Context: an optimization exercise on an open-source flow, tuned for small area, a short achievable clock period and few clock cycles per item. The choices shown serve that exercise and are no tape-out recipe. In this exercise RTL edits were held to simulation tests only and were not proved equivalent to the original. No activity file was given, so power comes from the tool's default toggle rates.

<file path="design/flow/run.sh">
#!/bin/bash
# synth_recipe.tcl (not shown) runs the flow's synth.tcl, then flattens the netlist and writes it again
# the make line also repeats each setting of config.mk as NAME=value (left out here)
make -C /OpenROAD-flow-scripts/flow DESIGN_CONFIG=/design/flow/config.mk WORK_HOME=/design/flow/orfs CLKGATE_MAP_FILE= SYNTH_SCRIPT=/design/flow/synth_recipe.tcl finish
</file>
<file path="design/flow/config.mk">
export PLATFORM = sky130hd
export DESIGN_NAME = multiplication_top
export DESIGN_NICKNAME = multiplication_top
export VERILOG_FILES = /design/flow/design.v
export SDC_FILE = /design/flow/constraint.sdc
export NUM_CORES = 4
export LEC_CHECK = 0
export CAP_MARGIN = 20
export CORE_MARGIN = 2
export CORE_UTILIZATION = 40
export SLEW_MARGIN = 20
</file>
<file path="design/flow/constraint.sdc">
create_clock -name core_clock -period 4.0 [get_ports {clk}]
set_input_delay 0.8000 -clock core_clock [delete_from_list [all_inputs] [get_ports {clk}]]
set_output_delay 0.8000 -clock core_clock [all_outputs]
set_load 0.01 [all_outputs]
</file>
<file path="design/flow/design.v">
module multiplication_top(a_in, b_in, result, clk, reset, start, ready);
    input [63:0] a_in, b_in;
    input clk, reset, start;
    output ready;
    output [128:0] result;
    reg rdy_q;
    reg [2:0] cnt_q;
    reg [4:0] sel_q;              
    reg [57:0] hi_q;               
    reg [69:0] lo_q;               
    reg [64:0] s_q, c_q;           
    reg [13:0] sr_q, cr_q;          
    reg [6:0] nr_q;               
    reg ca_q, cb_q;                
    reg [6:0] one_q, two_q, neg_q;
    wire last = !rdy_q && cnt_q == 3'd5;
    wire rdy_d = reset || (rdy_q ? !start : last);
    wire run = !reset && (rdy_q ? start : !last);
    wire [14:0] ach0 = {a_in[13:0], 1'b0};
    wire [14:0] ach;
    assign ach = ({15{sel_q[1]}} & {a_in[27], a_in[26], a_in[25], a_in[24], a_in[23], a_in[22], a_in[21], a_in[20], a_in[19], a_in[18], a_in[17], a_in[16], a_in[15], a_in[14], a_in[13]})
        | ({15{sel_q[2]}} & {a_in[41], a_in[40], a_in[39], a_in[38], a_in[37], a_in[36], a_in[35], a_in[34], a_in[33], a_in[32], a_in[31], a_in[30], a_in[29], a_in[28], a_in[27]})
        | ({15{sel_q[3]}} & {a_in[55], a_in[54], a_in[53], a_in[52], a_in[51], a_in[50], a_in[49], a_in[48], a_in[47], a_in[46], a_in[45], a_in[44], a_in[43], a_in[42], a_in[41]})
        | ({15{sel_q[4]}} & {1'b0, 1'b0, 1'b0, 1'b0, 1'b0, 1'b0, a_in[63], a_in[62], a_in[61], a_in[60], a_in[59], a_in[58], a_in[57], a_in[56], a_in[55]});
    wire [6:0] one0, two0, neg0, one_d, two_d, neg_d;
    genvar g;
    generate for (g = 0; g < 7; g = g + 1) begin : enc
        assign one0[g] = ach0[2*g+1] ^ ach0[2*g];
        assign two0[g] = (ach0[2*g+2] & ~ach0[2*g+1] & ~ach0[2*g]) | (~ach0[2*g+2] & ach0[2*g+1] & ach0[2*g]);
        assign neg0[g] = ach0[2*g+2];
        assign one_d[g] = ach[2*g+1] ^ ach[2*g];
        assign two_d[g] = (ach[2*g+2] & ~ach[2*g+1] & ~ach[2*g]) | (~ach[2*g+2] & ach[2*g+1] & ach[2*g]);
        assign neg_d[g] = ach[2*g+2];
    end endgenerate
    wire [6:0] one = rdy_q ? one0 : one_q;
    wire [6:0] two = rdy_q ? two0 : two_q;
    wire [6:0] neg = rdy_q ? neg0 : neg_q;
    wire [63:0] pp0 = ({64{one[0]}} & b_in | {64{two[0]}} & {b_in[62:0], 1'b0}) ^ {64{neg[0]}};
    wire py0 = two[0] & b_in[63];
    wire px0 = py0 ^ neg[0];
    wire npx0 = ~px0;
    wire npy0 = ~py0;
    wire pz0 = py0 & ~neg[0];
    wire [63:0] pp1 = ({64{one[1]}} & b_in | {64{two[1]}} & {b_in[62:0], 1'b0}) ^ {64{neg[1]}};
    wire py1 = two[1] & b_in[63];
    wire px1 = py1 ^ neg[1];
    wire npx1 = ~px1;
    wire npy1 = ~py1;
    wire pz1 = py1 & ~neg[1];
    wire [63:0] pp2 = ({64{one[2]}} & b_in | {64{two[2]}} & {b_in[62:0], 1'b0}) ^ {64{neg[2]}};
    wire py2 = two[2] & b_in[63];
    wire px2 = py2 ^ neg[2];
    wire npx2 = ~px2;
    wire npy2 = ~py2;
    wire pz2 = py2 & ~neg[2];
    wire [63:0] pp3 = ({64{one[3]}} & b_in | {64{two[3]}} & {b_in[62:0], 1'b0}) ^ {64{neg[3]}};
    wire py3 = two[3] & b_in[63];
    wire px3 = py3 ^ neg[3];
    wire npx3 = ~px3;
    wire npy3 = ~py3;
    wire pz3 = py3 & ~neg[3];
    wire [63:0] pp4 = ({64{one[4]}} & b_in | {64{two[4]}} & {b_in[62:0], 1'b0}) ^ {64{neg[4]}};
    wire py4 = two[4] & b_in[63];
    wire px4 = py4 ^ neg[4];
    wire npx4 = ~px4;
    wire npy4 = ~py4;
    wire pz4 = py4 & ~neg[4];
    wire [63:0] pp5 = ({64{one[5]}} & b_in | {64{two[5]}} & {b_in[62:0], 1'b0}) ^ {64{neg[5]}};
    wire py5 = two[5] & b_in[63];
    wire px5 = py5 ^ neg[5];
    wire npx5 = ~px5;
    wire npy5 = ~py5;
    wire pz5 = py5 & ~neg[5];
    wire [63:0] pp6 = ({64{one[6]}} & b_in | {64{two[6]}} & {b_in[62:0], 1'b0}) ^ {64{neg[6]}};
    wire py6 = two[6] & b_in[63];
    wire px6 = py6 ^ neg[6];
    wire npx6 = ~px6;
    wire npy6 = ~py6;
    wire pz6 = py6 & ~neg[6];
    wire fs1;
    wire fc2;
    wire hs3;
    wire hc4;
    wire fs5;
    wire fc6;
    wire fs7;
    wire fc8;
    wire hs9;
    wire hc10;
    wire fs11;
    wire fc12;
    wire fs13;
    wire fc14;
    wire fs15;
    wire fc16;
    wire fs17;
    wire fc18;
    wire hs19;
    wire hc20;
    wire fs21;
    wire fc22;
    wire fs23;
    wire fc24;
    wire fs25;
    wire fc26;
    wire fs27;
    wire fc28;
    wire fs29;
    wire fc30;
    wire fs31;
    wire fc32;
    wire fs33;
    wire fc34;
    wire fs35;
    wire fc36;
    wire fs37;
    wire fc38;
    wire fs39;
    wire fc40;
    wire fs41;
    wire fc42;
    wire fs43;
    wire fc44;
    wire fs45;
    wire fc46;
    wire fs47;
    wire fc48;
    wire fs49;
    wire fc50;
    wire fs51;
    wire fc52;
    wire fs53;
    wire fc54;
    wire fs55;
    wire fc56;
    wire fs57;
    wire fc58;
    wire fs59;
    wire fc60;
    wire fs61;
    wire fc62;
    wire fs63;
    wire fc64;
    wire fs65;
    wire fc66;
    wire fs67;
    wire fc68;
    wire fs69;
    wire fc70;
    wire fs71;
    wire fc72;
    wire fs73;
    wire fc74;
    wire fs75;
    wire fc76;
    wire fs77;
    wire fc78;
    wire fs79;
    wire fc80;
    wire fs81;
    wire fc82;
    wire fs83;
    wire fc84;
    wire fs85;
    wire fc86;
    wire fs87;
    wire fc88;
    wire fs89;
    wire fc90;
    wire fs91;
    wire fc92;
    wire fs93;
    wire fc94;
    wire fs95;
    wire fc96;
    wire fs97;
    wire fc98;
    wire fs99;
    wire fc100;
    wire fs101;
    wire fc102;
    wire fs103;
    wire fc104;
    wire fs105;
    wire fc106;
    wire fs107;
    wire fc108;
    wire fs109;
    wire fc110;
    wire fs111;
    wire fc112;
    wire fs113;
    wire fc114;
    wire fs115;
    wire fc116;
    wire fs117;
    wire fc118;
    wire fs119;
    wire fc120;
    wire fs121;
    wire fc122;
    wire fs123;
    wire fc124;
    wire fs125;
    wire fc126;
    wire fs127;
    wire fc128;
    wire fs129;
    wire fc130;
    wire fs131;
    wire fc132;
    wire fs133;
    wire fc134;
    wire fs135;
    wire fc136;
    wire fs137;
    wire fc138;
    wire fs139;
    wire fc140;
    wire fs141;
    wire fc142;
    wire fs143;
    wire fc144;
    wire fs145;
    wire fc146;
    wire fs147;
    wire fc148;
    wire fs149;
    wire fc150;
    wire fs151;
    wire fc152;
    wire fs153;
    wire fc154;
    wire fs155;
    wire fc156;
    wire fs157;
    wire fc158;
    wire fs159;
    wire fc160;
    wire fs161;
    wire fc162;
    wire fs163;
    wire fc164;
    wire fs165;
    wire fc166;
    wire fs167;
    wire fc168;
    wire fs169;
    wire fc170;
    wire fs171;
    wire fc172;
    wire fs173;
    wire fc174;
    wire fs175;
    wire fc176;
    wire fs177;
    wire fc178;
    wire fs179;
    wire fc180;
    wire fs181;
    wire fc182;
    wire fs183;
    wire fc184;
    wire fs185;
    wire fc186;
    wire fs187;
    wire fc188;
    wire fs189;
    wire fc190;
    wire fs191;
    wire fc192;
    wire fs193;
    wire fc194;
    wire fs195;
    wire fc196;
    wire fs197;
    wire fc198;
    wire fs199;
    wire fc200;
    wire fs201;
    wire fc202;
    wire fs203;
    wire fc204;
    wire fs205;
    wire fc206;
    wire fs207;
    wire fc208;
    wire fs209;
    wire fc210;
    wire fs211;
    wire fc212;
    wire fs213;
    wire fc214;
    wire fs215;
    wire fc216;
    wire fs217;
    wire fc218;
    wire fs219;
    wire fc220;
    wire fs221;
    wire fc222;
    wire fs223;
    wire fc224;
    wire fs225;
    wire fc226;
    wire fs227;
    wire fc228;
    wire fs229;
    wire fc230;
    wire fs231;
    wire fc232;
    wire fs233;
    wire fc234;
    wire fs235;
    wire fc236;
    wire fs237;
    wire fc238;
    wire fs239;
    wire fc240;
    wire fs241;
    wire fc242;
    wire fs243;
    wire fc244;
    wire fs245;
    wire fc246;
    wire fs247;
    wire fc248;
    wire fs249;
    wire fc250;
    wire fs251;
    wire fc252;
    wire fs253;
    wire fc254;
    wire fs255;
    wire fc256;
    wire fs257;
    wire fc258;
    wire fs259;
    wire fc260;
    wire fs261;
    wire fc262;
    wire fs263;
    wire fc264;
    wire fs265;
    wire fc266;
    wire fs267;
    wire fc268;
    wire fs269;
    wire fc270;
    wire fs271;
    wire fc272;
    wire fs273;
    wire fc274;
    wire fs275;
    wire fc276;
    wire fs277;
    wire fc278;
    wire fs279;
    wire fc280;
    wire fs281;
    wire fc282;
    wire fs283;
    wire fc284;
    wire fs285;
    wire fc286;
    wire fs287;
    wire fc288;
    wire fs289;
    wire fc290;
    wire fs291;
    wire fc292;
    wire fs293;
    wire fc294;
    wire fs295;
    wire fc296;
    wire fs297;
    wire fc298;
    wire fs299;
    wire fc300;
    wire fs301;
    wire fc302;
    wire fs303;
    wire fc304;
    wire fs305;
    wire fc306;
    wire fs307;
    wire fc308;
    wire fs309;
    wire fc310;
    wire fs311;
    wire fc312;
    wire fs313;
    wire fc314;
    wire fs315;
    wire fc316;
    wire fs317;
    wire fc318;
    wire fs319;
    wire fc320;
    wire fs321;
    wire fc322;
    wire fs323;
    wire fc324;
    wire fs325;
    wire fc326;
    wire fs327;
    wire fc328;
    wire fs329;
    wire fc330;
    wire fs331;
    wire fc332;
    wire fs333;
    wire fc334;
    wire fs335;
    wire fc336;
    wire fs337;
    wire fc338;
    wire hs339;
    wire hc340;
    wire fs341;
    wire fc342;
    wire hs343;
    wire hc344;
    wire hs345;
    wire hc346;
    wire fs347;
    wire fc348;
    wire fs349;
    wire fc350;
    wire hs351;
    wire hc352;
    wire fs353;
    wire fc354;
    wire fs355;
    wire fc356;
    wire fs357;
    wire fc358;
    wire fs359;
    wire fc360;
    wire fs361;
    wire fc362;
    wire fs363;
    wire fc364;
    wire fs365;
    wire fc366;
    wire fs367;
    wire fc368;
    wire fs369;
    wire fc370;
    wire fs371;
    wire fc372;
    wire fs373;
    wire fc374;
    wire fs375;
    wire fc376;
    wire fs377;
    wire fc378;
    wire fs379;
    wire fc380;
    wire fs381;
    wire fc382;
    wire fs383;
    wire fc384;
    wire fs385;
    wire fc386;
    wire fs387;
    wire fc388;
    wire fs389;
    wire fc390;
    wire fs391;
    wire fc392;
    wire fs393;
    wire fc394;
    wire fs395;
    wire fc396;
    wire fs397;
    wire fc398;
    wire fs399;
    wire fc400;
    wire fs401;
    wire fc402;
    wire fs403;
    wire fc404;
    wire fs405;
    wire fc406;
    wire fs407;
    wire fc408;
    wire fs409;
    wire fc410;
    wire fs411;
    wire fc412;
    wire fs413;
    wire fc414;
    wire fs415;
    wire fc416;
    wire fs417;
    wire fc418;
    wire fs419;
    wire fc420;
    wire fs421;
    wire fc422;
    wire fs423;
    wire fc424;
    wire fs425;
    wire fc426;
    wire fs427;
    wire fc428;
    wire fs429;
    wire fc430;
    wire fs431;
    wire fc432;
    wire fs433;
    wire fc434;
    wire fs435;
    wire fc436;
    wire fs437;
    wire fc438;
    wire fs439;
    wire fc440;
    wire fs441;
    wire fc442;
    wire fs443;
    wire fc444;
    wire fs445;
    wire fc446;
    wire fs447;
    wire fc448;
    wire fs449;
    wire fc450;
    wire fs451;
    wire fc452;
    wire fs453;
    wire fc454;
    wire fs455;
    wire fc456;
    wire fs457;
    wire fc458;
    wire fs459;
    wire fc460;
    wire fs461;
    wire fc462;
    wire fs463;
    wire fc464;
    wire fs465;
    wire fc466;
    wire fs467;
    wire fc468;
    wire fs469;
    wire fc470;
    wire fs471;
    wire fc472;
    wire fs473;
    wire fc474;
    wire fs475;
    wire fc476;
    wire fs477;
    wire fc478;
    wire fs479;
    wire fc480;
    wire fs481;
    wire fc482;
    wire fs483;
    wire fc484;
    wire fs485;
    wire fc486;
    wire fs487;
    wire fc488;
    wire fs489;
    wire fc490;
    wire fs491;
    wire fc492;
    wire fs493;
    wire fc494;
    wire fs495;
    wire fc496;
    wire fs497;
    wire fc498;
    wire fs499;
    wire fc500;
    wire fs501;
    wire fc502;
    wire fs503;
    wire fc504;
    wire fs505;
    wire fc506;
    wire fs507;
    wire fc508;
    wire fs509;
    wire fc510;
    wire fs511;
    wire fc512;
    wire fs513;
    wire fc514;
    wire fs515;
    wire fc516;
    wire fs517;
    wire fc518;
    wire fs519;
    wire fc520;
    wire fs521;
    wire fc522;
    wire fs523;
    wire fc524;
    wire fs525;
    wire fc526;
    wire fs527;
    wire fc528;
    wire fs529;
    wire fc530;
    wire fs531;
    wire fc532;
    wire fs533;
    wire fc534;
    wire fs535;
    wire fc536;
    wire fs537;
    wire fc538;
    wire fs539;
    wire fc540;
    wire fs541;
    wire fc542;
    wire fs543;
    wire fc544;
    wire fs545;
    wire fc546;
    wire fs547;
    wire fc548;
    wire fs549;
    wire fc550;
    wire fs551;
    wire fc552;
    wire fs553;
    wire fc554;
    wire fs555;
    wire fc556;
    wire fs557;
    wire fc558;
    wire fs559;
    wire fc560;
    wire fs561;
    wire fc562;
    wire fs563;
    wire fc564;
    wire fs565;
    wire fc566;
    wire fs567;
    wire fc568;
    wire fs569;
    wire fc570;
    wire fs571;
    wire fc572;
    wire fs573;
    wire fc574;
    wire fs575;
    wire fc576;
    wire fs577;
    wire fc578;
    wire fs579;
    wire fc580;
    wire fs581;
    wire fc582;
    wire fs583;
    wire fc584;
    wire fs585;
    wire fc586;
    wire fs587;
    wire fc588;
    wire fs589;
    wire fc590;
    wire fs591;
    wire fc592;
    wire fs593;
    wire fc594;
    wire fs595;
    wire fc596;
    wire fs597;
    wire fc598;
    wire fs599;
    wire fc600;
    wire fs601;
    wire fc602;
    wire fs603;
    wire fc604;
    wire fs605;
    wire fc606;
    wire hs607;
    wire hc608;
    wire fs609;
    wire fc610;
    wire hs611;
    wire hc612;
    wire hs613;
    wire hc614;
    wire fs615;
    wire fc616;
    wire fs617;
    wire fc618;
    wire fs619;
    wire fc620;
    wire fs621;
    wire fc622;
    wire fs623;
    wire fc624;
    wire fs625;
    wire fc626;
    wire fs627;
    wire fc628;
    wire fs629;
    wire fc630;
    wire fs631;
    wire fc632;
    wire fs633;
    wire fc634;
    wire fs635;
    wire fc636;
    wire fs637;
    wire fc638;
    wire fs639;
    wire fc640;
    wire fs641;
    wire fc642;
    wire fs643;
    wire fc644;
    wire fs645;
    wire fc646;
    wire fs647;
    wire fc648;
    wire fs649;
    wire fc650;
    wire fs651;
    wire fc652;
    wire fs653;
    wire fc654;
    wire fs655;
    wire fc656;
    wire fs657;
    wire fc658;
    wire fs659;
    wire fc660;
    wire fs661;
    wire fc662;
    wire fs663;
    wire fc664;
    wire fs665;
    wire fc666;
    wire fs667;
    wire fc668;
    wire fs669;
    wire fc670;
    wire fs671;
    wire fc672;
    wire fs673;
    wire fc674;
    wire fs675;
    wire fc676;
    wire fs677;
    wire fc678;
    wire fs679;
    wire fc680;
    wire fs681;
    wire fc682;
    wire fs683;
    wire fc684;
    wire fs685;
    wire fc686;
    wire fs687;
    wire fc688;
    wire fs689;
    wire fc690;
    wire fs691;
    wire fc692;
    wire fs693;
    wire fc694;
    wire fs695;
    wire fc696;
    wire fs697;
    wire fc698;
    wire fs699;
    wire fc700;
    wire fs701;
    wire fc702;
    wire fs703;
    wire fc704;
    wire fs705;
    wire fc706;
    wire fs707;
    wire fc708;
    wire fs709;
    wire fc710;
    wire fs711;
    wire fc712;
    wire fs713;
    wire fc714;
    wire fs715;
    wire fc716;
    wire fs717;
    wire fc718;
    wire fs719;
    wire fc720;
    wire fs721;
    wire fc722;
    wire fs723;
    wire fc724;
    wire fs725;
    wire fc726;
    wire fs727;
    wire fc728;
    wire fs729;
    wire fc730;
    wire fs731;
    wire fc732;
    wire fs733;
    wire fc734;
    wire fs735;
    wire fc736;
    wire fs737;
    wire fc738;
    wire fs739;
    wire fc740;
    wire fs741;
    wire fc742;
    wire fs743;
    wire fc744;
    wire fs745;
    wire fc746;
    wire fs747;
    wire fc748;
    wire fs749;
    wire fc750;
    wire fs751;
    wire fc752;
    wire fs753;
    wire fc754;
    wire fs755;
    wire fc756;
    wire fs757;
    wire fc758;
    wire hs759;
    wire hc760;
    wire hs761;
    wire hc762;
    wire fs763;
    wire fc764;
    wire fs765;
    wire fc766;
    wire fs767;
    wire fc768;
    wire fs769;
    wire fc770;
    wire fs771;
    wire fc772;
    wire fs773;
    wire fc774;
    wire fs775;
    wire fc776;
    wire fs777;
    wire fc778;
    wire fs779;
    wire fc780;
    wire fs781;
    wire fc782;
    wire fs783;
    wire fc784;
    wire fs785;
    wire fc786;
    wire fs787;
    wire fc788;
    wire fs789;
    wire fc790;
    wire fs791;
    wire fc792;
    wire fs793;
    wire fc794;
    wire fs795;
    wire fc796;
    wire fs797;
    wire fc798;
    wire fs799;
    wire fc800;
    wire fs801;
    wire fc802;
    wire fs803;
    wire fc804;
    wire fs805;
    wire fc806;
    wire fs807;
    wire fc808;
    wire fs809;
    wire fc810;
    wire fs811;
    wire fc812;
    wire fs813;
    wire fc814;
    wire fs815;
    wire fc816;
    wire fs817;
    wire fc818;
    wire fs819;
    wire fc820;
    wire fs821;
    wire fc822;
    wire fs823;
    wire fc824;
    wire fs825;
    wire fc826;
    wire fs827;
    wire fc828;
    wire fs829;
    wire fc830;
    wire fs831;
    wire fc832;
    wire fs833;
    wire fc834;
    wire fs835;
    wire fc836;
    wire fs837;
    wire fc838;
    wire fs839;
    wire fc840;
    wire fs841;
    wire fc842;
    wire fs843;
    wire fc844;
    wire fs845;
    wire fc846;
    wire fs847;
    wire fc848;
    wire fs849;
    wire fc850;
    wire fs851;
    wire fc852;
    wire fs853;
    wire fc854;
    wire fs855;
    wire fc856;
    wire fs857;
    wire fc858;
    wire fs859;
    wire fc860;
    wire fs861;
    wire fc862;
    wire fs863;
    wire fc864;
    wire fs865;
    wire fc866;
    wire fs867;
    wire fc868;
    wire fs869;
    wire fc870;
    wire fs871;
    wire fc872;
    wire fs873;
    wire fc874;
    wire fs875;
    wire fc876;
    wire fs877;
    wire fc878;
    wire fs879;
    wire fc880;
    wire fs881;
    wire fc882;
    wire fs883;
    wire fc884;
    wire fs885;
    wire fc886;
    wire fs887;
    wire fc888;
    wire fs889;
    wire fc890;
    wire fs891;
    wire fc892;
    wire fs893;
    wire fc894;
    wire fs895;
    wire fc896;
    wire fs897;
    wire fc898;
    wire fs899;
    wire fc900;
    wire fs901;
    wire fc902;
    wire fs903;
    wire fc904;
    wire fs905;
    wire fc906;
    wire fs907;
    wire fc908;
    wire fs909;
    wire fc910;
    wire hs911;
    wire hc912;
    assign {fc2, fs1} = s_q[0] + c_q[0] + pp0[0];
    assign {hc4, hs3} = s_q[8] + c_q[8];
    assign {fc6, fs5} = s_q[9] + c_q[9] + pp0[9];
    assign {fc8, fs7} = s_q[10] + c_q[10] + pp0[10];
    assign {hc10, hs9} = pp1[8] + pp2[6];
    assign {fc12, fs11} = s_q[11] + c_q[11] + pp0[11];
    assign {fc14, fs13} = pp1[9] + pp2[7] + pp3[5];
    assign {fc16, fs15} = s_q[12] + c_q[12] + pp0[12];
    assign {fc18, fs17} = pp1[10] + pp2[8] + pp3[6];
    assign {hc20, hs19} = pp4[4] + pp5[2];
    assign {fc22, fs21} = s_q[13] + c_q[13] + pp0[13];
    assign {fc24, fs23} = pp1[11] + pp2[9] + pp3[7];
    assign {fc26, fs25} = pp4[5] + pp5[3] + pp6[1];
    assign {fc28, fs27} = s_q[14] + c_q[14] + pp0[14];
    assign {fc30, fs29} = pp1[12] + pp2[10] + pp3[8];
    assign {fc32, fs31} = pp4[6] + pp5[4] + pp6[2];
    assign {fc34, fs33} = s_q[15] + c_q[15] + pp0[15];
    assign {fc36, fs35} = pp1[13] + pp2[11] + pp3[9];
    assign {fc38, fs37} = pp4[7] + pp5[5] + pp6[3];
    assign {fc40, fs39} = s_q[16] + c_q[16] + pp0[16];
    assign {fc42, fs41} = pp1[14] + pp2[12] + pp3[10];
    assign {fc44, fs43} = pp4[8] + pp5[6] + pp6[4];
    assign {fc46, fs45} = s_q[17] + c_q[17] + pp0[17];
    assign {fc48, fs47} = pp1[15] + pp2[13] + pp3[11];
    assign {fc50, fs49} = pp4[9] + pp5[7] + pp6[5];
    assign {fc52, fs51} = s_q[18] + c_q[18] + pp0[18];
    assign {fc54, fs53} = pp1[16] + pp2[14] + pp3[12];
    assign {fc56, fs55} = pp4[10] + pp5[8] + pp6[6];
    assign {fc58, fs57} = s_q[19] + c_q[19] + pp0[19];
    assign {fc60, fs59} = pp1[17] + pp2[15] + pp3[13];
    assign {fc62, fs61} = pp4[11] + pp5[9] + pp6[7];
    assign {fc64, fs63} = s_q[20] + c_q[20] + pp0[20];
    assign {fc66, fs65} = pp1[18] + pp2[16] + pp3[14];
    assign {fc68, fs67} = pp4[12] + pp5[10] + pp6[8];
    assign {fc70, fs69} = s_q[21] + c_q[21] + pp0[21];
    assign {fc72, fs71} = pp1[19] + pp2[17] + pp3[15];
    assign {fc74, fs73} = pp4[13] + pp5[11] + pp6[9];
    assign {fc76, fs75} = s_q[22] + c_q[22] + pp0[22];
    assign {fc78, fs77} = pp1[20] + pp2[18] + pp3[16];
    assign {fc80, fs79} = pp4[14] + pp5[12] + pp6[10];
    assign {fc82, fs81} = s_q[23] + c_q[23] + pp0[23];
    assign {fc84, fs83} = pp1[21] + pp2[19] + pp3[17];
    assign {fc86, fs85} = pp4[15] + pp5[13] + pp6[11];
    assign {fc88, fs87} = s_q[24] + c_q[24] + pp0[24];
    assign {fc90, fs89} = pp1[22] + pp2[20] + pp3[18];
    assign {fc92, fs91} = pp4[16] + pp5[14] + pp6[12];
    assign {fc94, fs93} = s_q[25] + c_q[25] + pp0[25];
    assign {fc96, fs95} = pp1[23] + pp2[21] + pp3[19];
    assign {fc98, fs97} = pp4[17] + pp5[15] + pp6[13];
    assign {fc100, fs99} = s_q[26] + c_q[26] + pp0[26];
    assign {fc102, fs101} = pp1[24] + pp2[22] + pp3[20];
    assign {fc104, fs103} = pp4[18] + pp5[16] + pp6[14];
    assign {fc106, fs105} = s_q[27] + c_q[27] + pp0[27];
    assign {fc108, fs107} = pp1[25] + pp2[23] + pp3[21];
    assign {fc110, fs109} = pp4[19] + pp5[17] + pp6[15];
    assign {fc112, fs111} = s_q[28] + c_q[28] + pp0[28];
    assign {fc114, fs113} = pp1[26] + pp2[24] + pp3[22];
    assign {fc116, fs115} = pp4[20] + pp5[18] + pp6[16];
    assign {fc118, fs117} = s_q[29] + c_q[29] + pp0[29];
    assign {fc120, fs119} = pp1[27] + pp2[25] + pp3[23];
    assign {fc122, fs121} = pp4[21] + pp5[19] + pp6[17];
    assign {fc124, fs123} = s_q[30] + c_q[30] + pp0[30];
    assign {fc126, fs125} = pp1[28] + pp2[26] + pp3[24];
    assign {fc128, fs127} = pp4[22] + pp5[20] + pp6[18];
    assign {fc130, fs129} = s_q[31] + c_q[31] + pp0[31];
    assign {fc132, fs131} = pp1[29] + pp2[27] + pp3[25];
    assign {fc134, fs133} = pp4[23] + pp5[21] + pp6[19];
    assign {fc136, fs135} = s_q[32] + c_q[32] + pp0[32];
    assign {fc138, fs137} = pp1[30] + pp2[28] + pp3[26];
    assign {fc140, fs139} = pp4[24] + pp5[22] + pp6[20];
    assign {fc142, fs141} = s_q[33] + c_q[33] + pp0[33];
    assign {fc144, fs143} = pp1[31] + pp2[29] + pp3[27];
    assign {fc146, fs145} = pp4[25] + pp5[23] + pp6[21];
    assign {fc148, fs147} = s_q[34] + c_q[34] + pp0[34];
    assign {fc150, fs149} = pp1[32] + pp2[30] + pp3[28];
    assign {fc152, fs151} = pp4[26] + pp5[24] + pp6[22];
    assign {fc154, fs153} = s_q[35] + c_q[35] + pp0[35];
    assign {fc156, fs155} = pp1[33] + pp2[31] + pp3[29];
    assign {fc158, fs157} = pp4[27] + pp5[25] + pp6[23];
    assign {fc160, fs159} = s_q[36] + c_q[36] + pp0[36];
    assign {fc162, fs161} = pp1[34] + pp2[32] + pp3[30];
    assign {fc164, fs163} = pp4[28] + pp5[26] + pp6[24];
    assign {fc166, fs165} = s_q[37] + c_q[37] + pp0[37];
    assign {fc168, fs167} = pp1[35] + pp2[33] + pp3[31];
    assign {fc170, fs169} = pp4[29] + pp5[27] + pp6[25];
    assign {fc172, fs171} = s_q[38] + c_q[38] + pp0[38];
    assign {fc174, fs173} = pp1[36] + pp2[34] + pp3[32];
    assign {fc176, fs175} = pp4[30] + pp5[28] + pp6[26];
    assign {fc178, fs177} = s_q[39] + c_q[39] + pp0[39];
    assign {fc180, fs179} = pp1[37] + pp2[35] + pp3[33];
    assign {fc182, fs181} = pp4[31] + pp5[29] + pp6[27];
    assign {fc184, fs183} = s_q[40] + c_q[40] + pp0[40];
    assign {fc186, fs185} = pp1[38] + pp2[36] + pp3[34];
    assign {fc188, fs187} = pp4[32] + pp5[30] + pp6[28];
    assign {fc190, fs189} = s_q[41] + c_q[41] + pp0[41];
    assign {fc192, fs191} = pp1[39] + pp2[37] + pp3[35];
    assign {fc194, fs193} = pp4[33] + pp5[31] + pp6[29];
    assign {fc196, fs195} = s_q[42] + c_q[42] + pp0[42];
    assign {fc198, fs197} = pp1[40] + pp2[38] + pp3[36];
    assign {fc200, fs199} = pp4[34] + pp5[32] + pp6[30];
    assign {fc202, fs201} = s_q[43] + c_q[43] + pp0[43];
    assign {fc204, fs203} = pp1[41] + pp2[39] + pp3[37];
    assign {fc206, fs205} = pp4[35] + pp5[33] + pp6[31];
    assign {fc208, fs207} = s_q[44] + c_q[44] + pp0[44];
    assign {fc210, fs209} = pp1[42] + pp2[40] + pp3[38];
    assign {fc212, fs211} = pp4[36] + pp5[34] + pp6[32];
    assign {fc214, fs213} = s_q[45] + c_q[45] + pp0[45];
    assign {fc216, fs215} = pp1[43] + pp2[41] + pp3[39];
    assign {fc218, fs217} = pp4[37] + pp5[35] + pp6[33];
    assign {fc220, fs219} = s_q[46] + c_q[46] + pp0[46];
    assign {fc222, fs221} = pp1[44] + pp2[42] + pp3[40];
    assign {fc224, fs223} = pp4[38] + pp5[36] + pp6[34];
    assign {fc226, fs225} = s_q[47] + c_q[47] + pp0[47];
    assign {fc228, fs227} = pp1[45] + pp2[43] + pp3[41];
    assign {fc230, fs229} = pp4[39] + pp5[37] + pp6[35];
    assign {fc232, fs231} = s_q[48] + c_q[48] + pp0[48];
    assign {fc234, fs233} = pp1[46] + pp2[44] + pp3[42];
    assign {fc236, fs235} = pp4[40] + pp5[38] + pp6[36];
    assign {fc238, fs237} = s_q[49] + c_q[49] + pp0[49];
    assign {fc240, fs239} = pp1[47] + pp2[45] + pp3[43];
    assign {fc242, fs241} = pp4[41] + pp5[39] + pp6[37];
    assign {fc244, fs243} = s_q[50] + c_q[50] + pp0[50];
    assign {fc246, fs245} = pp1[48] + pp2[46] + pp3[44];
    assign {fc248, fs247} = pp4[42] + pp5[40] + pp6[38];
    assign {fc250, fs249} = s_q[51] + c_q[51] + pp0[51];
    assign {fc252, fs251} = pp1[49] + pp2[47] + pp3[45];
    assign {fc254, fs253} = pp4[43] + pp5[41] + pp6[39];
    assign {fc256, fs255} = s_q[52] + c_q[52] + pp0[52];
    assign {fc258, fs257} = pp1[50] + pp2[48] + pp3[46];
    assign {fc260, fs259} = pp4[44] + pp5[42] + pp6[40];
    assign {fc262, fs261} = s_q[53] + c_q[53] + pp0[53];
    assign {fc264, fs263} = pp1[51] + pp2[49] + pp3[47];
    assign {fc266, fs265} = pp4[45] + pp5[43] + pp6[41];
    assign {fc268, fs267} = s_q[54] + c_q[54] + pp0[54];
    assign {fc270, fs269} = pp1[52] + pp2[50] + pp3[48];
    assign {fc272, fs271} = pp4[46] + pp5[44] + pp6[42];
    assign {fc274, fs273} = s_q[55] + c_q[55] + pp0[55];
    assign {fc276, fs275} = pp1[53] + pp2[51] + pp3[49];
    assign {fc278, fs277} = pp4[47] + pp5[45] + pp6[43];
    assign {fc280, fs279} = s_q[56] + c_q[56] + pp0[56];
    assign {fc282, fs281} = pp1[54] + pp2[52] + pp3[50];
    assign {fc284, fs283} = pp4[48] + pp5[46] + pp6[44];
    assign {fc286, fs285} = s_q[57] + c_q[57] + pp0[57];
    assign {fc288, fs287} = pp1[55] + pp2[53] + pp3[51];
    assign {fc290, fs289} = pp4[49] + pp5[47] + pp6[45];
    assign {fc292, fs291} = s_q[58] + c_q[58] + pp0[58];
    assign {fc294, fs293} = pp1[56] + pp2[54] + pp3[52];
    assign {fc296, fs295} = pp4[50] + pp5[48] + pp6[46];
    assign {fc298, fs297} = s_q[59] + c_q[59] + pp0[59];
    assign {fc300, fs299} = pp1[57] + pp2[55] + pp3[53];
    assign {fc302, fs301} = pp4[51] + pp5[49] + pp6[47];
    assign {fc304, fs303} = s_q[60] + c_q[60] + pp0[60];
    assign {fc306, fs305} = pp1[58] + pp2[56] + pp3[54];
    assign {fc308, fs307} = pp4[52] + pp5[50] + pp6[48];
    assign {fc310, fs309} = s_q[61] + c_q[61] + pp0[61];
    assign {fc312, fs311} = pp1[59] + pp2[57] + pp3[55];
    assign {fc314, fs313} = pp4[53] + pp5[51] + pp6[49];
    assign {fc316, fs315} = s_q[62] + c_q[62] + pp0[62];
    assign {fc318, fs317} = pp1[60] + pp2[58] + pp3[56];
    assign {fc320, fs319} = pp4[54] + pp5[52] + pp6[50];
    assign {fc322, fs321} = s_q[63] + c_q[63] + pp0[63];
    assign {fc324, fs323} = pp1[61] + pp2[59] + pp3[57];
    assign {fc326, fs325} = pp4[55] + pp5[53] + pp6[51];
    assign {fc328, fs327} = s_q[64] + c_q[64] + npx0;
    assign {fc330, fs329} = pp1[62] + pp2[60] + pp3[58];
    assign {fc332, fs331} = pp4[56] + pp5[54] + pp6[52];
    assign {fc334, fs333} = npy0 + pp1[63] + pp2[61];
    assign {fc336, fs335} = pp3[59] + pp4[57] + pp5[55];
    assign {fc338, fs337} = pz0 + npx1 + pp2[62];
    assign {hc340, hs339} = pp3[60] + pp4[58];
    assign {fc342, fs341} = npy1 + pp2[63] + pp3[61];
    assign {hc344, hs343} = pz1 + npx2;
    assign {hc346, hs345} = s_q[4] + c_q[4];
    assign {fc348, fs347} = s_q[5] + c_q[5] + pp0[5];
    assign {fc350, fs349} = s_q[6] + c_q[6] + pp0[6];
    assign {hc352, hs351} = pp1[4] + pp2[2];
    assign {fc354, fs353} = s_q[7] + c_q[7] + pp0[7];
    assign {fc356, fs355} = pp1[5] + pp2[3] + pp3[1];
    assign {fc358, fs357} = hs3 + pp0[8] + pp1[6];
    assign {fc360, fs359} = pp2[4] + pp3[2] + pp4[0];
    assign {fc362, fs361} = hc4 + pp1[7] + pp2[5];
    assign {fc364, fs363} = pp3[3] + pp4[1] + fs5;
    assign {fc366, fs365} = pp3[4] + pp4[2] + pp5[0];
    assign {fc368, fs367} = fc6 + fs7 + hs9;
    assign {fc370, fs369} = pp4[3] + pp5[1] + fc8;
    assign {fc372, fs371} = hc10 + fs11 + fs13;
    assign {fc374, fs373} = pp6[0] + fc12 + fc14;
    assign {fc376, fs375} = fs15 + fs17 + hs19;
    assign {fc378, fs377} = fc16 + fc18 + hc20;
    assign {fc380, fs379} = fs21 + fs23 + fs25;
    assign {fc382, fs381} = fc22 + fc24 + fc26;
    assign {fc384, fs383} = fs27 + fs29 + fs31;
    assign {fc386, fs385} = fc28 + fc30 + fc32;
    assign {fc388, fs387} = fs33 + fs35 + fs37;
    assign {fc390, fs389} = fc34 + fc36 + fc38;
    assign {fc392, fs391} = fs39 + fs41 + fs43;
    assign {fc394, fs393} = fc40 + fc42 + fc44;
    assign {fc396, fs395} = fs45 + fs47 + fs49;
    assign {fc398, fs397} = fc46 + fc48 + fc50;
    assign {fc400, fs399} = fs51 + fs53 + fs55;
    assign {fc402, fs401} = fc52 + fc54 + fc56;
    assign {fc404, fs403} = fs57 + fs59 + fs61;
    assign {fc406, fs405} = fc58 + fc60 + fc62;
    assign {fc408, fs407} = fs63 + fs65 + fs67;
    assign {fc410, fs409} = fc64 + fc66 + fc68;
    assign {fc412, fs411} = fs69 + fs71 + fs73;
    assign {fc414, fs413} = fc70 + fc72 + fc74;
    assign {fc416, fs415} = fs75 + fs77 + fs79;
    assign {fc418, fs417} = fc76 + fc78 + fc80;
    assign {fc420, fs419} = fs81 + fs83 + fs85;
    assign {fc422, fs421} = fc82 + fc84 + fc86;
    assign {fc424, fs423} = fs87 + fs89 + fs91;
    assign {fc426, fs425} = fc88 + fc90 + fc92;
    assign {fc428, fs427} = fs93 + fs95 + fs97;
    assign {fc430, fs429} = fc94 + fc96 + fc98;
    assign {fc432, fs431} = fs99 + fs101 + fs103;
    assign {fc434, fs433} = fc100 + fc102 + fc104;
    assign {fc436, fs435} = fs105 + fs107 + fs109;
    assign {fc438, fs437} = fc106 + fc108 + fc110;
    assign {fc440, fs439} = fs111 + fs113 + fs115;
    assign {fc442, fs441} = fc112 + fc114 + fc116;
    assign {fc444, fs443} = fs117 + fs119 + fs121;
    assign {fc446, fs445} = fc118 + fc120 + fc122;
    assign {fc448, fs447} = fs123 + fs125 + fs127;
    assign {fc450, fs449} = fc124 + fc126 + fc128;
    assign {fc452, fs451} = fs129 + fs131 + fs133;
    assign {fc454, fs453} = fc130 + fc132 + fc134;
    assign {fc456, fs455} = fs135 + fs137 + fs139;
    assign {fc458, fs457} = fc136 + fc138 + fc140;
    assign {fc460, fs459} = fs141 + fs143 + fs145;
    assign {fc462, fs461} = fc142 + fc144 + fc146;
    assign {fc464, fs463} = fs147 + fs149 + fs151;
    assign {fc466, fs465} = fc148 + fc150 + fc152;
    assign {fc468, fs467} = fs153 + fs155 + fs157;
    assign {fc470, fs469} = fc154 + fc156 + fc158;
    assign {fc472, fs471} = fs159 + fs161 + fs163;
    assign {fc474, fs473} = fc160 + fc162 + fc164;
    assign {fc476, fs475} = fs165 + fs167 + fs169;
    assign {fc478, fs477} = fc166 + fc168 + fc170;
    assign {fc480, fs479} = fs171 + fs173 + fs175;
    assign {fc482, fs481} = fc172 + fc174 + fc176;
    assign {fc484, fs483} = fs177 + fs179 + fs181;
    assign {fc486, fs485} = fc178 + fc180 + fc182;
    assign {fc488, fs487} = fs183 + fs185 + fs187;
    assign {fc490, fs489} = fc184 + fc186 + fc188;
    assign {fc492, fs491} = fs189 + fs191 + fs193;
    assign {fc494, fs493} = fc190 + fc192 + fc194;
    assign {fc496, fs495} = fs195 + fs197 + fs199;
    assign {fc498, fs497} = fc196 + fc198 + fc200;
    assign {fc500, fs499} = fs201 + fs203 + fs205;
    assign {fc502, fs501} = fc202 + fc204 + fc206;
    assign {fc504, fs503} = fs207 + fs209 + fs211;
    assign {fc506, fs505} = fc208 + fc210 + fc212;
    assign {fc508, fs507} = fs213 + fs215 + fs217;
    assign {fc510, fs509} = fc214 + fc216 + fc218;
    assign {fc512, fs511} = fs219 + fs221 + fs223;
    assign {fc514, fs513} = fc220 + fc222 + fc224;
    assign {fc516, fs515} = fs225 + fs227 + fs229;
    assign {fc518, fs517} = fc226 + fc228 + fc230;
    assign {fc520, fs519} = fs231 + fs233 + fs235;
    assign {fc522, fs521} = fc232 + fc234 + fc236;
    assign {fc524, fs523} = fs237 + fs239 + fs241;
    assign {fc526, fs525} = fc238 + fc240 + fc242;
    assign {fc528, fs527} = fs243 + fs245 + fs247;
    assign {fc530, fs529} = fc244 + fc246 + fc248;
    assign {fc532, fs531} = fs249 + fs251 + fs253;
    assign {fc534, fs533} = fc250 + fc252 + fc254;
    assign {fc536, fs535} = fs255 + fs257 + fs259;
    assign {fc538, fs537} = fc256 + fc258 + fc260;
    assign {fc540, fs539} = fs261 + fs263 + fs265;
    assign {fc542, fs541} = fc262 + fc264 + fc266;
    assign {fc544, fs543} = fs267 + fs269 + fs271;
    assign {fc546, fs545} = fc268 + fc270 + fc272;
    assign {fc548, fs547} = fs273 + fs275 + fs277;
    assign {fc550, fs549} = fc274 + fc276 + fc278;
    assign {fc552, fs551} = fs279 + fs281 + fs283;
    assign {fc554, fs553} = fc280 + fc282 + fc284;
    assign {fc556, fs555} = fs285 + fs287 + fs289;
    assign {fc558, fs557} = fc286 + fc288 + fc290;
    assign {fc560, fs559} = fs291 + fs293 + fs295;
    assign {fc562, fs561} = fc292 + fc294 + fc296;
    assign {fc564, fs563} = fs297 + fs299 + fs301;
    assign {fc566, fs565} = fc298 + fc300 + fc302;
    assign {fc568, fs567} = fs303 + fs305 + fs307;
    assign {fc570, fs569} = fc304 + fc306 + fc308;
    assign {fc572, fs571} = fs309 + fs311 + fs313;
    assign {fc574, fs573} = fc310 + fc312 + fc314;
    assign {fc576, fs575} = fs315 + fs317 + fs319;
    assign {fc578, fs577} = fc316 + fc318 + fc320;
    assign {fc580, fs579} = fs321 + fs323 + fs325;
    assign {fc582, fs581} = fc322 + fc324 + fc326;
    assign {fc584, fs583} = fs327 + fs329 + fs331;
    assign {fc586, fs585} = pp6[53] + fc328 + fc330;
    assign {fc588, fs587} = fc332 + fs333 + fs335;
    assign {fc590, fs589} = pp5[56] + pp6[54] + fc334;
    assign {fc592, fs591} = fc336 + fs337 + hs339;
    assign {fc594, fs593} = pp4[59] + pp5[57] + pp6[55];
    assign {fc596, fs595} = fc338 + hc340 + fs341;
    assign {fc598, fs597} = pp3[62] + pp4[60] + pp5[58];
    assign {fc600, fs599} = pp6[56] + fc342 + hs343;
    assign {fc602, fs601} = npy2 + pp3[63] + pp4[61];
    assign {fc604, fs603} = pp5[59] + pp6[57] + hc344;
    assign {fc606, fs605} = pz2 + npx3 + pp4[62];
    assign {hc608, hs607} = pp5[60] + pp6[58];
    assign {fc610, fs609} = npy3 + pp4[63] + pp5[61];
    assign {hc612, hs611} = pz3 + npx4;
    assign {hc614, hs613} = s_q[1] + c_q[1];
    assign {fc616, fs615} = s_q[2] + c_q[2] + pp0[2];
    assign {fc618, fs617} = s_q[3] + c_q[3] + pp0[3];
    assign {fc620, fs619} = hs345 + pp0[4] + pp1[2];
    assign {fc622, fs621} = hc346 + pp1[3] + pp2[1];
    assign {fc624, fs623} = pp3[0] + fc348 + fs349;
    assign {fc626, fs625} = fc350 + hc352 + fs353;
    assign {fc628, fs627} = fc354 + fc356 + fs357;
    assign {fc630, fs629} = fc358 + fc360 + fs361;
    assign {fc632, fs631} = fc362 + fs365 + fc364;
    assign {fc634, fs633} = fc366 + fc368 + fs369;
    assign {fc636, fs635} = fc370 + fc372 + fs373;
    assign {fc638, fs637} = fc374 + fc376 + fs377;
    assign {fc640, fs639} = fc378 + fc380 + fs381;
    assign {fc642, fs641} = fc382 + fc384 + fs385;
    assign {fc644, fs643} = fc386 + fc388 + fs389;
    assign {fc646, fs645} = fc390 + fc392 + fs393;
    assign {fc648, fs647} = fc394 + fc396 + fs397;
    assign {fc650, fs649} = fc398 + fc400 + fs401;
    assign {fc652, fs651} = fc402 + fc404 + fs405;
    assign {fc654, fs653} = fc406 + fc408 + fs409;
    assign {fc656, fs655} = fc410 + fc412 + fs413;
    assign {fc658, fs657} = fc414 + fc416 + fs417;
    assign {fc660, fs659} = fc418 + fc420 + fs421;
    assign {fc662, fs661} = fc422 + fc424 + fs425;
    assign {fc664, fs663} = fc426 + fc428 + fs429;
    assign {fc666, fs665} = fc430 + fc432 + fs433;
    assign {fc668, fs667} = fc434 + fc436 + fs437;
    assign {fc670, fs669} = fc438 + fc440 + fs441;
    assign {fc672, fs671} = fc442 + fc444 + fs445;
    assign {fc674, fs673} = fc446 + fc448 + fs449;
    assign {fc676, fs675} = fc450 + fc452 + fs453;
    assign {fc678, fs677} = fc454 + fc456 + fs457;
    assign {fc680, fs679} = fc458 + fc460 + fs461;
    assign {fc682, fs681} = fc462 + fc464 + fs465;
    assign {fc684, fs683} = fc466 + fc468 + fs469;
    assign {fc686, fs685} = fc470 + fc472 + fs473;
    assign {fc688, fs687} = fc474 + fc476 + fs477;
    assign {fc690, fs689} = fc478 + fc480 + fs481;
    assign {fc692, fs691} = fc482 + fc484 + fs485;
    assign {fc694, fs693} = fc486 + fc488 + fs489;
    assign {fc696, fs695} = fc490 + fc492 + fs493;
    assign {fc698, fs697} = fc494 + fc496 + fs497;
    assign {fc700, fs699} = fc498 + fc500 + fs501;
    assign {fc702, fs701} = fc502 + fc504 + fs505;
    assign {fc704, fs703} = fc506 + fc508 + fs509;
    assign {fc706, fs705} = fc510 + fc512 + fs513;
    assign {fc708, fs707} = fc514 + fc516 + fs517;
    assign {fc710, fs709} = fc518 + fc520 + fs521;
    assign {fc712, fs711} = fc522 + fc524 + fs525;
    assign {fc714, fs713} = fc526 + fc528 + fs529;
    assign {fc716, fs715} = fc530 + fc532 + fs533;
    assign {fc718, fs717} = fc534 + fc536 + fs537;
    assign {fc720, fs719} = fc538 + fc540 + fs541;
    assign {fc722, fs721} = fc542 + fc544 + fs545;
    assign {fc724, fs723} = fc546 + fc548 + fs549;
    assign {fc726, fs725} = fc550 + fc552 + fs553;
    assign {fc728, fs727} = fc554 + fc556 + fs557;
    assign {fc730, fs729} = fc558 + fc560 + fs561;
    assign {fc732, fs731} = fc562 + fc564 + fs565;
    assign {fc734, fs733} = fc566 + fc568 + fs569;
    assign {fc736, fs735} = fc570 + fc572 + fs573;
    assign {fc738, fs737} = fc574 + fc576 + fs577;
    assign {fc740, fs739} = fc578 + fc580 + fs581;
    assign {fc742, fs741} = fc582 + fc584 + fs585;
    assign {fc744, fs743} = fc586 + fc588 + fs589;
    assign {fc746, fs745} = fs593 + fc590 + fc592;
    assign {fc748, fs747} = fc594 + fs597 + fc596;
    assign {fc750, fs749} = fc598 + fs601 + fc600;
    assign {fc752, fs751} = fc602 + fs605 + hs607;
    assign {fc754, fs753} = pp6[59] + fc606 + hc608;
    assign {fc756, fs755} = pp5[62] + pp6[60] + fc610;
    assign {fc758, fs757} = npy4 + pp5[63] + pp6[61];
    assign {hc760, hs759} = pz4 + npx5;
    assign {hc762, hs761} = hs613 + pp0[1];
    assign {fc764, fs763} = hc614 + pp1[0] + fs615;
    assign {fc766, fs765} = pp1[1] + fc616 + fs617;
    assign {fc768, fs767} = pp2[0] + fc618 + fs619;
    assign {fc770, fs769} = fc620 + fs621 + fs347;
    assign {fc772, fs771} = fc622 + hs351 + fs623;
    assign {fc774, fs773} = fs355 + fc624 + fs625;
    assign {fc776, fs775} = fs359 + fc626 + fs627;
    assign {fc778, fs777} = fc628 + fs629 + fs363;
    assign {fc780, fs779} = fc630 + fs367 + fs631;
    assign {fc782, fs781} = fs371 + fc632 + fs633;
    assign {fc784, fs783} = fs375 + fc634 + fs635;
    assign {fc786, fs785} = fs379 + fc636 + fs637;
    assign {fc788, fs787} = fs383 + fc638 + fs639;
    assign {fc790, fs789} = fs387 + fc640 + fs641;
    assign {fc792, fs791} = fs391 + fc642 + fs643;
    assign {fc794, fs793} = fs395 + fc644 + fs645;
    assign {fc796, fs795} = fs399 + fc646 + fs647;
    assign {fc798, fs797} = fs403 + fc648 + fs649;
    assign {fc800, fs799} = fs407 + fc650 + fs651;
    assign {fc802, fs801} = fs411 + fc652 + fs653;
    assign {fc804, fs803} = fs415 + fc654 + fs655;
    assign {fc806, fs805} = fs419 + fc656 + fs657;
    assign {fc808, fs807} = fs423 + fc658 + fs659;
    assign {fc810, fs809} = fs427 + fc660 + fs661;
    assign {fc812, fs811} = fs431 + fc662 + fs663;
    assign {fc814, fs813} = fs435 + fc664 + fs665;
    assign {fc816, fs815} = fs439 + fc666 + fs667;
    assign {fc818, fs817} = fs443 + fc668 + fs669;
    assign {fc820, fs819} = fs447 + fc670 + fs671;
    assign {fc822, fs821} = fs451 + fc672 + fs673;
    assign {fc824, fs823} = fs455 + fc674 + fs675;
    assign {fc826, fs825} = fs459 + fc676 + fs677;
    assign {fc828, fs827} = fs463 + fc678 + fs679;
    assign {fc830, fs829} = fs467 + fc680 + fs681;
    assign {fc832, fs831} = fs471 + fc682 + fs683;
    assign {fc834, fs833} = fs475 + fc684 + fs685;
    assign {fc836, fs835} = fs479 + fc686 + fs687;
    assign {fc838, fs837} = fs483 + fc688 + fs689;
    assign {fc840, fs839} = fs487 + fc690 + fs691;
    assign {fc842, fs841} = fs491 + fc692 + fs693;
    assign {fc844, fs843} = fs495 + fc694 + fs695;
    assign {fc846, fs845} = fs499 + fc696 + fs697;
    assign {fc848, fs847} = fs503 + fc698 + fs699;
    assign {fc850, fs849} = fs507 + fc700 + fs701;
    assign {fc852, fs851} = fs511 + fc702 + fs703;
    assign {fc854, fs853} = fs515 + fc704 + fs705;
    assign {fc856, fs855} = fs519 + fc706 + fs707;
    assign {fc858, fs857} = fs523 + fc708 + fs709;
    assign {fc860, fs859} = fs527 + fc710 + fs711;
    assign {fc862, fs861} = fs531 + fc712 + fs713;
    assign {fc864, fs863} = fs535 + fc714 + fs715;
    assign {fc866, fs865} = fs539 + fc716 + fs717;
    assign {fc868, fs867} = fs543 + fc718 + fs719;
    assign {fc870, fs869} = fs547 + fc720 + fs721;
    assign {fc872, fs871} = fs551 + fc722 + fs723;
    assign {fc874, fs873} = fs555 + fc724 + fs725;
    assign {fc876, fs875} = fs559 + fc726 + fs727;
    assign {fc878, fs877} = fs563 + fc728 + fs729;
    assign {fc880, fs879} = fs567 + fc730 + fs731;
    assign {fc882, fs881} = fs571 + fc732 + fs733;
    assign {fc884, fs883} = fs575 + fc734 + fs735;
    assign {fc886, fs885} = fs579 + fc736 + fs737;
    assign {fc888, fs887} = fs583 + fc738 + fs739;
    assign {fc890, fs889} = fs587 + fc740 + fs741;
    assign {fc892, fs891} = fs591 + fc742 + fs743;
    assign {fc894, fs893} = fs595 + fc744 + fs745;
    assign {fc896, fs895} = fs599 + fc746 + fs747;
    assign {fc898, fs897} = fs603 + fc748 + fs749;
    assign {fc900, fs899} = fs751 + fc604 + fc750;
    assign {fc902, fs901} = fs609 + fc752 + fs753;
    assign {fc904, fs903} = hs611 + fc754 + fs755;
    assign {fc906, fs905} = fs757 + hc612 + fc756;
    assign {fc908, fs907} = pp6[62] + fc758 + hs759;
    assign {fc910, fs909} = npy5 + pp6[63] + hc760;
    assign {hc912, hs911} = pz5 + npx6;
    wire [78:0] ts = {pz6, hc912, fc910, fc908, fc906, fc904, fc902, fc900, fc898, fc896, fc894, fc892, fc890, fc888, fc886, fc884, fc882, fc880, fc878, fc876, fc874, fc872, fc870, fc868, fc866, fc864, fc862, fc860, fc858, fc856, fc854, fc852, fc850, fc848, fc846, fc844, fc842, fc840, fc838, fc836, fc834, fc832, fc830, fc828, fc826, fc824, fc822, fc820, fc818, fc816, fc814, fc812, fc810, fc808, fc806, fc804, fc802, fc800, fc798, fc796, fc794, fc792, fc790, fc788, fc786, fc784, fc782, fc780, fc778, fc776, fc774, fc772, fc770, fc768, fc766, fc764, hc762, hs761, fs1};
    wire [78:0] tc = {1'b0, npy6, hs911, fs909, fs907, fs905, fs903, fs901, fs899, fs897, fs895, fs893, fs891, fs889, fs887, fs885, fs883, fs881, fs879, fs877, fs875, fs873, fs871, fs869, fs867, fs865, fs863, fs861, fs859, fs857, fs855, fs853, fs851, fs849, fs847, fs845, fs843, fs841, fs839, fs837, fs835, fs833, fs831, fs829, fs827, fs825, fs823, fs821, fs819, fs817, fs815, fs813, fs811, fs809, fs807, fs805, fs803, fs801, fs799, fs797, fs795, fs793, fs791, fs789, fs787, fs785, fs783, fs781, fs779, fs777, fs775, fs773, fs771, fs769, fs767, fs765, fs763, fc2, 1'b0};
    wire [71:0] fp = {s_q[57:0], sr_q};
    wire [71:0] fq = {c_q[57:0], cr_q[13:1], ca_q};
    wire [71:0] fr = {58'd0, 1'b0, nr_q[6], 1'b0, nr_q[5], 1'b0, nr_q[4], 1'b0, nr_q[3], 1'b0, nr_q[2], 1'b0, nr_q[1], 1'b0, nr_q[0]};
    wire [71:0] fres = fp + fq + fr + {71'd0, cb_q};
    wire [15:0] lsum = fp[13:0] + fq[13:0] + fr[13:0] + {15'd0, cb_q};
    wire ca_d = lsum[15];
    wire cb_d = lsum[15] | lsum[14];
    always @(posedge clk) begin
        rdy_q <= rdy_d;
        cnt_q <= rdy_q ? 3'd1 : cnt_q + 3'd1;
        sel_q <= rdy_d ? 5'd2 : {sel_q[3:0], 1'b0};
        one_q <= one_d;
        two_q <= two_d;
        neg_q <= neg_d;
        s_q <= run ? ts[78:14] : {1'b1, 64'd0};
        c_q <= run ? tc[78:14] : 65'd0;
        sr_q <= ts[13:0];
        cr_q <= tc[13:0];
        nr_q <= neg;
        ca_q <= rdy_q ? 1'b0 : ca_d;
        cb_q <= rdy_q ? 1'b0 : cb_d;
        if (!rdy_q) lo_q <= {fres[13:0], lo_q[69:14]};
        if (last) hi_q <= fres[71:14];
    end
    assign ready = rdy_q;
    assign result = {1'b0, hi_q, lo_q};
endmodule
</file>
==> impl_metrics.csv, run 1 <==
group,metric,value,unit
route,drc,0,
layout,utilization,52.45,%
hold_path,min-delay-start,"cnt_q[0]",
placement,pre_cts_slack,-852.7,ps
critical_path,crit_required,4430,ps
timing,tightest_slew,895.0,ps
floorplan,rows,104,
layout,stdcell_count,4597,
critical_path,worstSetupEndpointType,"register",
floorplan,fp.coreArea,0.08055,sq mm
cts,cts_buffers,40,
flow_run,maxCapViolCount,0,
yosys,synth_area_leader_cell,"fa_1",
yosys,yosysTopAreaCellShare,27.65,%
floorplan,dieArea,0.08356,sq mm
power_and_ir_drop,p_per_area,787.9,mW/mm^2
layout,nets,4241,
timing,period_needed,3925,ps
yosys,synthArstFlopShare,0,%
grt,antenna_found_initial,2,
cts,cts-htree-levels,2,
timing,setup_viol,0,
cts,clockRootBuffer,"clkbuf_16",
cts,cts_sinks,322,
yosys,seq_area_frac_synth,23.77,%
route,wirelength,109800,um
yosys,avgSynthCellArea,10.43,sq um
critical_path,reg2reg_depth,13,
cts,cts_buffer_depth,3,
layout,syn2layout_area_growth,29.97,%
timing,hold_viol_final,0,
yosys,synth_fp_nets,3854,
critical_path,reg2reg_to,"s_q[42]",
route,top_layer_used,"met5",
placement,finalWeightedCongestion,0.9001,
placement,placedCellCount,4476,
floorplan,io_pins,261,
layout,diodes,0,
route,via_count,25866,
critical_path,cp_num_buf_inv,4,
timing,setup_slack,74.88,ps
yosys,synth_adder_area_share,33.66,%
critical_path,r2r_setup_slack,180,ps
floorplan,fp.dieW,289.1,um
route,ant_nets,0,
cts,cts.reportedPaths.clkPinSlew,60,ps
critical_path,cp_cell_sequence,"dlygate4sd2_1 > or3b_4 > a31oi_4 > buf_12 > buf_12 > buf_4 > a22oi_2 > xnor2_1 > fa_1 > fa_2 > fa_1 > fa_1 > nor2_1",
critical_path,worstPathArrival,4350,ps
grt,grt_max_degree,71,
route,dr_wl_met3,9376,um
yosys,ys_warn_count,1,
yosys,syn_area,0.03251,sq mm
grt,grt.total_usage,25.74,%
hold_path,holdPathEnd,"cnt_q[0]",
yosys,ys_top_cells_by_area,"fa_1 28%, xnor2_1 13%, dfxtp_1 12%",
grt,overflow,0,
critical_path,critPathMaxStageDelay,500,ps
yosys,ys.flop_type,"dfxtp_1",
timing,relSlewSlack,40.33,%
layout,layout-drive-gt1-share,18.24,%
timing,skew,35.93,ps
timing,drv_slew,0,
critical_path,crit_path_frequent_cell,"fa_1",
floorplan,start_util,40.36,%
yosys,synth_mux_area_share,0.2502,%
critical_path,reg2reg_from,"rdy_q",
yosys,yosys.area_share.simple,5.827,%
route,wl_met1,45310,um
critical_path,crit_type,"in2reg",
yosys,syn_inst,3118,
hold_path,worstHoldPathType,"reg2reg",
power_and_ir_drop,vdd_ir_drop_max,0.0004131,V
yosys,synth_xor_area_share,14.31,%
yosys,synth_top_family_by_area,"adder cells",
floorplan,die_y,289.1,um
grt,first_global_vias,25889,
yosys,ys_ff_latch,322,
cts,insertion_delay,610,ps
hold_path,whs_path_depth,1,
timing,max_freq,254.8,MHz
route,avgRoutedWirePerCell,23.89,um
yosys,synth-edff-count,128,
yosys,synth-compound-area-share,16.44,%
route,viasPerCell,5.627,
critical_path,slowest_stage,"fa_1",
route,first_pass_iters,6,
timing,setup_tns,0,ps
route,route.met2.wl,50670,um
status,status,"complete, no violations",
yosys,synth.distinct_cells,77,
route,first_iter_violations,2557,
timing,post-route-period-util,98.13,%
critical_path,crit_family,"adder cells",
grt,grt_pass1_wl,161700,um
timing,rsz0062_at_grt,"false",
placement,dp_hpwl,82040,um
power_and_ir_drop,p_leak,16.37,nW
critical_path,cp-start-kind,"input pin",
placement,io_buffers,259,
cts,cts_tree,"yes",
critical_path,path_max_fanout,8,
-- stage by stage --
step	hold WS (ps)	area (sq um)	total power, mW
floorplan	379.7	33110	21.35
global placement	391.5	39920	28.72
detailed placement	396.8	39920	29.11
CTS	410.7	41680	33.21
global route	437.1	42250	36.47
finish	410.8	42250	33.29
-- worst max-delay path by stage --
stage,startpoint,endpoint,slack [ps],cells after the start
2_1_floorplan,rdy_q,c_q[38],-230,10
3_3_place_gp,a_in[7],c_q[32],-810,11
3_5_place_dp,a_in[7],c_q[9],-850,12
4_1_cts,a_in[4],c_q[32],-40,13
5_1_grt,a_in[3],c_q[27],8,13
6_report,a_in[6],c_q[34],70,13
-- cell usage in the layout, fill, tap and decap left out, types with 128 or more instances in the layout --
cell             instances
dfxtp_1                193
nor2_1                 181
buf_4                  194
inv_1                  220
fa_1                   346
xnor2_1                471
ha_1                   156
buf_12                 139
clkdlybuf4s50_1        246
a22oi_1                419
edfxtp_1               128
-- layout make-up --
type                       count  area (sq um)
clock buffer                  51          1064
tap                         1060          1326
fill                        7163         38300
timing repair buffer         607          7129
sequential                   322          7731
inverter                     224         847.1
clock inverter                23         271.5
multi-input combinational   2310         23880
-- report_power, final --
group	total, mW	switching, mW	internal, mW
Combinational	24.4	13.1	11.3
Sequential	5.13	0.516	4.61
Clock	3.75	1.58	2.17
-- repair_timing --
item                                    in CTS  in global routing
buffers inserted                            11                 33
hold buffers                                 0                  0
gates cloned                                 6                  4
pin swaps                                   30                 95
endpoints found under the setup margin     101                 90
gates resized for setup                     41                 76
-- cell families (layout without fill, tap and decap cells) --
group           Yosys count  in the layout
simple gates            420            420
compound gates          745            745
fa+ha+maj               605            605
flops                   322            322
buf+inv                 486            905
other cells               1              1
xor+xnor                531            531
mux                       8              8
-- registers in the layout, indices dropped and copies added (netlist names), 7 cells and up --
name	cells
c_q	64
sr_q	14
lo_q	70
s_q	65
nr_q	7
neg_q	7
two_q	7
one_q	7
hi_q	58
cr_q	13
-- routing by layer --
layer | vias up | track usage [%]
li1 | 11476 | -
met1 | 12911 | 35.59
met2 | 1254 | 40.73
met3 | 221 | 4.417
met4 | 4 | 9.149
met5 | - | 0
-- cell usage after synthesis (11+ instances only) --
cell,instances
inv_1,221
a31oi_1,11
xor2_1,35
fa_1,449
a21oi_1,100
buf_1,40
o21ai_0,40
nand4_1,27
edfxtp_1,128
o21ai_1,12
and2_1,20
a22oi_1,459
dfxtp_1,194
clkbuf_1,192
a21o_1,40
nand2_1,103
nand3_1,25
ha_1,156
xnor2_1,496
nor2_1,182
buf_2,26
Testbench counts, summed over its fixed seeds: cycles 9,608, items 1,600.
==> inputs of run 2 (changes only) <==
--- a/design/flow/config.mk
+++ b/design/flow/config.mk
@@ -8,4 +8,5 @@
 export CAP_MARGIN = 20
 export CORE_MARGIN = 2
 export CORE_UTILIZATION = 40
+export SETUP_SLACK_MARGIN = 0.6
 export SLEW_MARGIN = 20
==> impl_metrics.csv, run 2 <==
group,metric,value,unit
status,status,"complete, no violations",
yosys,synthArstFlopShare,0,%
yosys,synth.distinct_cells,77,
grt,first_global_vias,26543,
yosys,synth_most_common_cell,"xnor2_1",
critical_path,cp-start-kind,"register",
cts,cts_tree,"yes",
route,avgRoutedWirePerCell,24.70,um
timing,skew,31.13,ps
grt,grt_max_degree,82,
yosys,synth_common_cells,"496 x xnor2_1, 459 x a22oi_1, 449 x fa_1",
layout,nets,4336,
power_and_ir_drop,p_seq_share,14.6,%
power_and_ir_drop,netSwitchingPower,15.96,mW
yosys,seq_area_frac_synth,23.77,%
layout,final_common_cell,"xnor2_1",
timing,drv_slew,0,
timing,period_needed,3805,ps
yosys,ys_ff_latch,322,
layout,layout-drive-gt1-share,28.88,%
yosys,ys.flop_type,"dfxtp_1",
power_and_ir_drop,swShare,45.55,%
critical_path,path_max_fanout,7,
yosys,avgSynthCellArea,10.43,sq um
critical_path,worstSetupEndpointType,"register",
cts,cts_sinks,322,
route,ant_nets,0,
grt,overflow,0,
timing,relSlewSlack,25.60,%
yosys,synth_area_leader_cell,"fa_1",
power_and_ir_drop,internal-power,19.08,mW
route,drc,0,
power_and_ir_drop,power,35.05,mW
timing,rsz0062_at_grt,"true",
route,first_pass_iters,7,
layout,syn2layout_area_growth,38.31,%
power_and_ir_drop,vdd_ir_drop_max,0.0004233,V
route,first_iter_violations,2870,
route,viasPerCell,5.682,
layout,utilization,55.82,%
critical_path,crit_required,4470,ps
yosys,syn_inst,3118,
route,wirelength,115900,um
layout,largest_register_ffs,70,
timing,setup_viol,0,
layout,layout_common_cells,"431 x xnor2_1, 352 x a22oi_1, 248 x buf_4",
floorplan,die_y,289.1,um
timing,tightest_slew,1116,ps
yosys,synth-edff-count,128,
grt,antenna_found_initial,2,
grt,grt_pass1_wl,167500,um
floorplan,fp.coreArea,0.08055,sq mm
yosys,ys_top_cells_by_area,"fa_1 28%, xnor2_1 13%, dfxtp_1 12%",
floorplan,fp.dieW,289.1,um
cts,cts_buffer_depth,3,
layout,reg_top3,"lo_q (70), s_q (65), c_q (64)",
power_and_ir_drop,p_comb_share,74.8,%
placement,io_buffers,259,
yosys,yosysTopAreaCellShare,27.65,%
placement,finalWeightedCongestion,0.9148,
layout,diodes,0,
cts,insertion_delay,610,ps
cts,cts.reportedPaths.clkPinSlew,70,ps
power_and_ir_drop,p_leak,17.23,nW
floorplan,rows,104,
timing,post-route-period-util,95.14,%
timing,max_freq,262.8,MHz
flow_run,maxCapViolCount,0,
critical_path,worstPathArrival,4270,ps
cts,cts-htree-levels,2,
timing,holdWs,406.7,ps
layout,regMostFlops,"lo_q",
power_and_ir_drop,p_per_area,779.5,mW/mm^2
grt,grt.total_usage,26.69,%
timing,hold_viol_final,0,
yosys,ys_warn_count,1,
yosys,syn_area,0.03251,sq mm
layout,multi_input_area,0.02538,sq mm
yosys,synth_fp_nets,3854,
layout,register_area,0.007745,sq mm
cts,cts_hold_buf,0,
floorplan,start_util,40.36,%
cts,clockRootBuffer,"clkbuf_16",
critical_path,crit_type,"reg2reg",
hold_path,worstHoldPathType,"reg2reg",
placement,pre_cts_slack,-1043,ps
layout,fill_cells,6723,
floorplan,io_pins,261,
timing,setup_slack,194.5,ps
placement,dp_hpwl,82160,um
power_and_ir_drop,p_clk_share,10.6,%
floorplan,dieArea,0.08356,sq mm
route,via_count,26658,
cts,cts_buffers,41,
run 2: cell count changes in the layout (fill, tap and decap cells not counted), moves of 14 or more:
cell     delta
nor2_1     -14
xnor2_2    +30
buf_4      +54
ha_1       -17
a22oi_2    +67
fa_1      -122
buf_6      +21
buf_16     +17
fa_2      +122
xnor2_1    -40
a22oi_1    -67
run 2: layout make-up:
| class | instances | share of cell area [%] |
|---|---|---|
| flip-flops and latches | 322 | 17.23 |
| inverters | 224 | 1.890 |
| well taps | 1060 | 2.950 |
| clock inverters | 16 | 0.3757 |
| multi-input cells | 2310 | 56.44 |
| clock buffers | 59 | 2.530 |
| repair buffers | 701 | 18.59 |
run 2: power groups by stage:
stage          combinational [mW]  clock (mW)  sequential [mW]
3_5_place_dp                 23.7           0             5.19
2_1_floorplan                16.4           0             5.01
5_1_grt                      29.2        3.89             5.19
3_3_place_gp                 23.5           0             5.18
4_1_cts                      25.1        3.77             5.12
6_report                     26.2        3.71             5.13
run 2: timing repair:
item | 4_1_cts | 5_1_grt
pin swaps | 241 | 172
buffers inserted | 59 | 28
gates resized for setup | 305 | 225
hold endpoints to repair | 0 | 0
setup endpoints to repair | 173 | 175
gates cloned | 24 | 10
run 2: critical path: stages (launching register included):
cell      delay, ps
dfxtp_4         390
buf_12          130
buf_8           120
nand2_4          60
buf_6           110
a21boi_4        130
buf_12          160
buf_12          130
buf_16          140
buf_4           150
xnor2_2         120
fa_2            420
fa_2            560
fa_2            450
fa_2            540
nor2_1           40
run 2: final timing paths:
path | startpoint | end | slack (ps) | cells past startpoint
max reg2reg | rdy_q | c_q[3] | 190 | 15
min | cnt_q[0] | cnt_q[0] | 410 | 1
min reg2reg | cnt_q[0] | cnt_q[0] | 410 | 1
max | rdy_q | c_q[3] | 190 | 15
run 2: cell families after synthesis:
logic type / Yosys count / share of synthesized area [%]
AOI/OAI and AO/OA: 745 / 16.44
DFF: 322 / 23.77
xor gates and xnor gates: 531 / 14.31
buffers and inverters: 486 / 5.743
other: 1 / 0.01154
adders and majority gates: 605 / 33.66
and+or+nand+nor: 420 / 5.827
muxes: 8 / 0.2502
run 2: per-layer routing:
metal / GRT usage, % / vias up / share of wire [%]
met1: 35.87 / 13308 / 39
li1: - / 11690 / -
met4: 11.53 / 2 / 5.4
met3: 4.913 / 317 / 9.2
met2: 42.24 / 1341 / 46
met5: 0 / - / 0.011
run 2: through the flow:
step / std cells / TNS [ps] / instance area [sq um]
2_1_floorplan: 3118 / -14830 / 33130
3_3_place_gp: 4496 / -110510 / 39820
3_5_place_dp: 4496 / -109700 / 39820
4_1_cts: 4654 / 0 / 43560
5_1_grt: 4692 / 0 / 44960
6_report: 4692 / 0 / 44960

Re-timed with assumed drivers on the ports (clkbuf_16 on the clock, buf_2 on other inputs), run 2 has 0.195 ns of setup slack against 0.195 ns with ideal ports, and -0.421 ns once port delays also move by the mid clock arrival of 0.655 ns.
